Background: an optimization exercise with open tools, aiming at small area. Do not read the settings as production practice. Only simulation tests tie the RTL to the original design; equivalence was not proved. No activity file was given, so power comes from the tool's default toggle rates.

== build 60 ==
// angle_display
module angle_display (
	input clk,
	input rst,
	input [7:0] x_hex,
	input x_neg,
	input [7:0] y_hex,
	input y_neg,
	input [7:0] z_hex,
	input z_neg,
	output [2:0] pixel,
	output hsync,
	output vsync
);
Size in the first run: about 430 cells after synthesis, about 57 flip-flops.
Settings: LEC_CHECK=0, CAP_MARGIN=20, CORE_MARGIN=2, CORE_UTILIZATION=40, CTS_BUF_LIST=sky130_fd_sc_hd__clkbuf_4, SLEW_MARGIN=20; clock period 40.0 ns.
standard.sh (not shown) runs the stock make flow with config.mk's settings and CLKGATE_MAP_FILE= SYNTH_SCRIPT=/design/flow/synth_recipe.tcl, a recipe that flattens the netlist after the stock synthesis.
==> flow/flow/run.sh <==
#!/bin/bash
# Layout flow: the standard flow (standard.sh), with three changes:
# - synthesis maps the logic with a stronger ABC script (deep.abc: deepsyn,
#   then area mapping) in place of ORFS's abc call, and lets ABC see the
#   adders and comparators as plain logic (no half/full-adder extraction, no
#   Kogge-Stone carry map). The synthesis script is otherwise synth_recipe.tcl
#   and ORFS's synth.tcl as they are, so the registers, their names and their
#   cells are the standard synthesis's.
# - the port buffers are buf_1 cells (the outputs drive 10 fF).
# Each tool's output goes to a log file in the work folder.
set -euo pipefail
WORK=$(pwd)
F=$WORK/flow

# ORFS's synth.tcl with its abc call replaced
sed "s#log_cmd abc {\*}\$abc_args#log_cmd abc -script $F/deep.abc {*}\$lib_args {*}\$lib_dont_use_args#" \
	"$FLOW_HOME/scripts/synth.tcl" > "$WORK/synth_body.tcl"
grep -q "deep.abc" "$WORK/synth_body.tcl"
# synth_recipe.tcl sourcing it
sed "s#source \$::env(SCRIPTS_DIR)/synth.tcl#source $WORK/synth_body.tcl#" \
	"$WORK/synth_recipe.tcl" > "$WORK/own_synth.tcl"
grep -q "synth_body" "$WORK/own_synth.tcl"
# standard.sh with that synthesis script and settings
sed "s#SYNTH_SCRIPT=[^ ]*#SYNTH_SCRIPT=$WORK/own_synth.tcl ADDER_MAP_FILE= SYNTH_OPERATIONS_ARGS=-flatten 'BUFFER_PORTS_ARGS=-buffer_cell sky130_fd_sc_hd__buf_1'#" \
	"$WORK/standard.sh" > "$WORK/own_standard.sh"
grep -q "own_synth" "$WORK/own_standard.sh"

bash "$WORK/own_standard.sh" synth > "$WORK/synth.log" 2>&1
bash "$WORK/own_standard.sh" > "$WORK/layout.log" 2>&1
==> flow/flow/deep.abc <==
strash
&get -n
&deepsyn -T 60
&put
dch -f
amap
Every stage of the flow completed for build 60, and the final layout passed the timing, design-rule and antenna checks.
Input-level comparison between build 55 and build 60:
- a deleted CTS_BUF_LIST that had been sky130_fd_sc_hd__clkbuf_4
-- flow/flow/run.sh --
<<< build 60, line 9
# - the port buffers are buf_1 cells (the outputs drive 10 fF).
# Each tool's output goes to a log file in the work folder.
set -euo pipefail
WORK=$(pwd)
>>> build 55, line 9
# - the port buffers are buf_1 cells (the outputs drive 10 fF).
# - clock tree synthesis adds no dummy loads and uses small clock buffers.
# Each tool's output goes to a log file in the work folder.
set -euo pipefail
CTS="-sink_clustering_enable -repair_clock_nets -dont_use_dummy_load -buf_list sky130_fd_sc_hd__clkbuf_4"
WORK=$(pwd)
<<< build 60, line 23
# standard.sh with that synthesis script and settings
sed "s#SYNTH_SCRIPT=[^ ]*#SYNTH_SCRIPT=$WORK/own_synth.tcl ADDER_MAP_FILE= SYNTH_OPERATIONS_ARGS=-flatten 'BUFFER_PORTS_ARGS=-buffer_cell sky130_fd_sc_hd__buf_1'#" \
	"$WORK/standard.sh" > "$WORK/own_standard.sh"
>>> build 55, line 25
# standard.sh with that synthesis script and settings
sed "s#SYNTH_SCRIPT=[^ ]*#SYNTH_SCRIPT=$WORK/own_synth.tcl ADDER_MAP_FILE= SYNTH_OPERATIONS_ARGS=-flatten 'BUFFER_PORTS_ARGS=-buffer_cell sky130_fd_sc_hd__buf_1' 'CTS_ARGS=$CTS'#" \
	"$WORK/standard.sh" > "$WORK/own_standard.sh"
Results
Delta (build 55 minus build 60): cell area decreased 2.4%, smallest setup slack after layout lost 14 ps, first-iteration DRC count now smaller.
For build 19, these inputs were changed with respect to build 55:
-- flow/flow/run.sh --
<<< build 55, line 12
set -euo pipefail
CTS="-sink_clustering_enable -repair_clock_nets -dont_use_dummy_load -buf_list sky130_fd_sc_hd__clkbuf_4"
WORK=$(pwd)
>>> build 19, line 12
set -euo pipefail
CTS="-sink_clustering_enable -repair_clock_nets -dont_use_dummy_load -sink_clustering_size 60 -sink_clustering_max_diameter 300 -buf_list sky130_fd_sc_hd__clkbuf_16"
WORK=$(pwd)
==> comparison <==
Diff build 55 -> build 19: synthesis-to-layout area growth grew by 4.7 points; final worst-path setup slack grew by 110 ps; number of fillers in the final layout shrank by 21; placed instance area held steady. | clock period minus final worst setup slack | build 19 vs build 55 | better |. Build 19 was carried through to the last stage, and its layout satisfied the timing, design-rule and antenna checks.
Input-level comparison between build 73 and build 19:
-- flow/flow/run.sh --
<<< build 19, line 12
set -euo pipefail
CTS="-sink_clustering_enable -repair_clock_nets -dont_use_dummy_load -sink_clustering_size 60 -sink_clustering_max_diameter 300 -buf_list sky130_fd_sc_hd__clkbuf_16"
WORK=$(pwd)
>>> build 73, line 12
set -euo pipefail
CTS="-sink_clustering_enable -repair_clock_nets -dont_use_dummy_load -sink_clustering_size 30 -sink_clustering_max_diameter 300 -buf_list sky130_fd_sc_hd__clkbuf_8"
WORK=$(pwd)
Findings:
- Summary of build 73 over build 19: post-layout utilization of the core fell by 1.2 points, routed wire length stayed essentially flat.
- Relative to build 19, the sequential group share of total power of build 73 is higher by 5.8 points.
- Total power: build 73 below build 19
- Cmp build 73 and build 19 / sequential share of layout area / lower: build 19
- In build 73, the growth of design area from synthesis to finish came out 3.0 points below the value in build 19.
- Number of fillers in the final layout delta for build 73 relative to build 19: 12 higher
Relative to build 73, the following input files were edited for build 94:
==> flow/flow/run.sh <==
#!/bin/bash
# Layout flow: the standard flow (standard.sh) unchanged, except that the
# synthesis maps the logic with a stronger ABC script (deep.abc: deepsyn, then
# area mapping) in place of ORFS's abc call. The synthesis script is otherwise
# synth_recipe.tcl and ORFS's synth.tcl as they are, so the registers, their
# names and their cells are the standard synthesis's.
set -euo pipefail
WORK=$(pwd)
F=$WORK/flow

# ORFS's synth.tcl with its abc call replaced
sed "s#log_cmd abc {\*}\$abc_args#log_cmd abc -script $F/deep.abc {*}\$lib_args {*}\$lib_dont_use_args#" \
	"$FLOW_HOME/scripts/synth.tcl" > "$WORK/synth_body.tcl"
grep -q "deep.abc" "$WORK/synth_body.tcl"
# synth_recipe.tcl sourcing it
sed "s#source \$::env(SCRIPTS_DIR)/synth.tcl#source $WORK/synth_body.tcl#" \
	"$WORK/synth_recipe.tcl" > "$WORK/own_synth.tcl"
grep -q "synth_body" "$WORK/own_synth.tcl"
# standard.sh with that synthesis script
sed "s#SYNTH_SCRIPT=[^ ]*#SYNTH_SCRIPT=$WORK/own_synth.tcl#" "$WORK/standard.sh" > "$WORK/own_standard.sh"
grep -q "own_synth" "$WORK/own_standard.sh"

bash "$WORK/own_standard.sh" synth > "$WORK/synth.log" 2>&1
bash "$WORK/standard.sh" > "$WORK/layout.log" 2>&1
==> summary.txt <==
Relative to build 73, the count of placed standard cells in the final layout, fillers left out measured on build 94 has increased by more than 10%. The core of build 94 is more densely filled than that of build 73. Die area (build 94 over build 73): increase, 11%. Between build 73 and build 94, switching share of power is lower for build 73, build 94 comes in above that. Sequential power was lower in build 73 than in build 94. Build 94: post-route minimum period is 1100 ps higher than what build 73 reported. Looking at critical path depth, build 94 sits above build 73. No stage failed in build 94, and the final checks on the layout all came back clean.

[re-timing with driven ports]
Ports are ideal in the flow. The routed layouts listed here were re-timed in OpenROAD. Step 1 sets driving cells, clkbuf_16 on the clock port and buf_2 on the other inputs (assumed; they add their load-dependent delay and slew). Step 2 also shifts input and output timing later by t, the mid clock arrival at the registers, as if the neighbouring blocks saw the same clock. a / b / c = no drivers / after step 1 / after step 2; a / b = the first two.
run | t (ns) | slack for setup (ns) | hold WS [ns] | clock arrival spread, ns | pins driven straight from the clock port
build 60 | 0.420 | 27.573 / 27.544 / 27.964 | 0.490 / 0.490 / 0.490 | 0.021 / 0.021 | 1
build 55 | 0.404 | 27.559 / 27.530 / 27.934 | 0.486 / 0.486 / 0.486 | 0.038 / 0.038 | 1
build 19 | 0.347 | 27.668 / 27.632 / 27.978 | 0.479 / 0.479 / 0.479 | 0.017 / 0.017 | 1
build 73 | 0.352 | 27.621 / 27.589 / 27.941 | 0.481 / 0.481 / 0.481 | 0.023 / 0.023 | 1
build 94 | 0.360 | 26.517 / 26.483 / 26.844 | 0.480 / 0.480 / 0.480 | 0.019 / 0.019 | 1
After both steps every run listed still meets setup and hold.
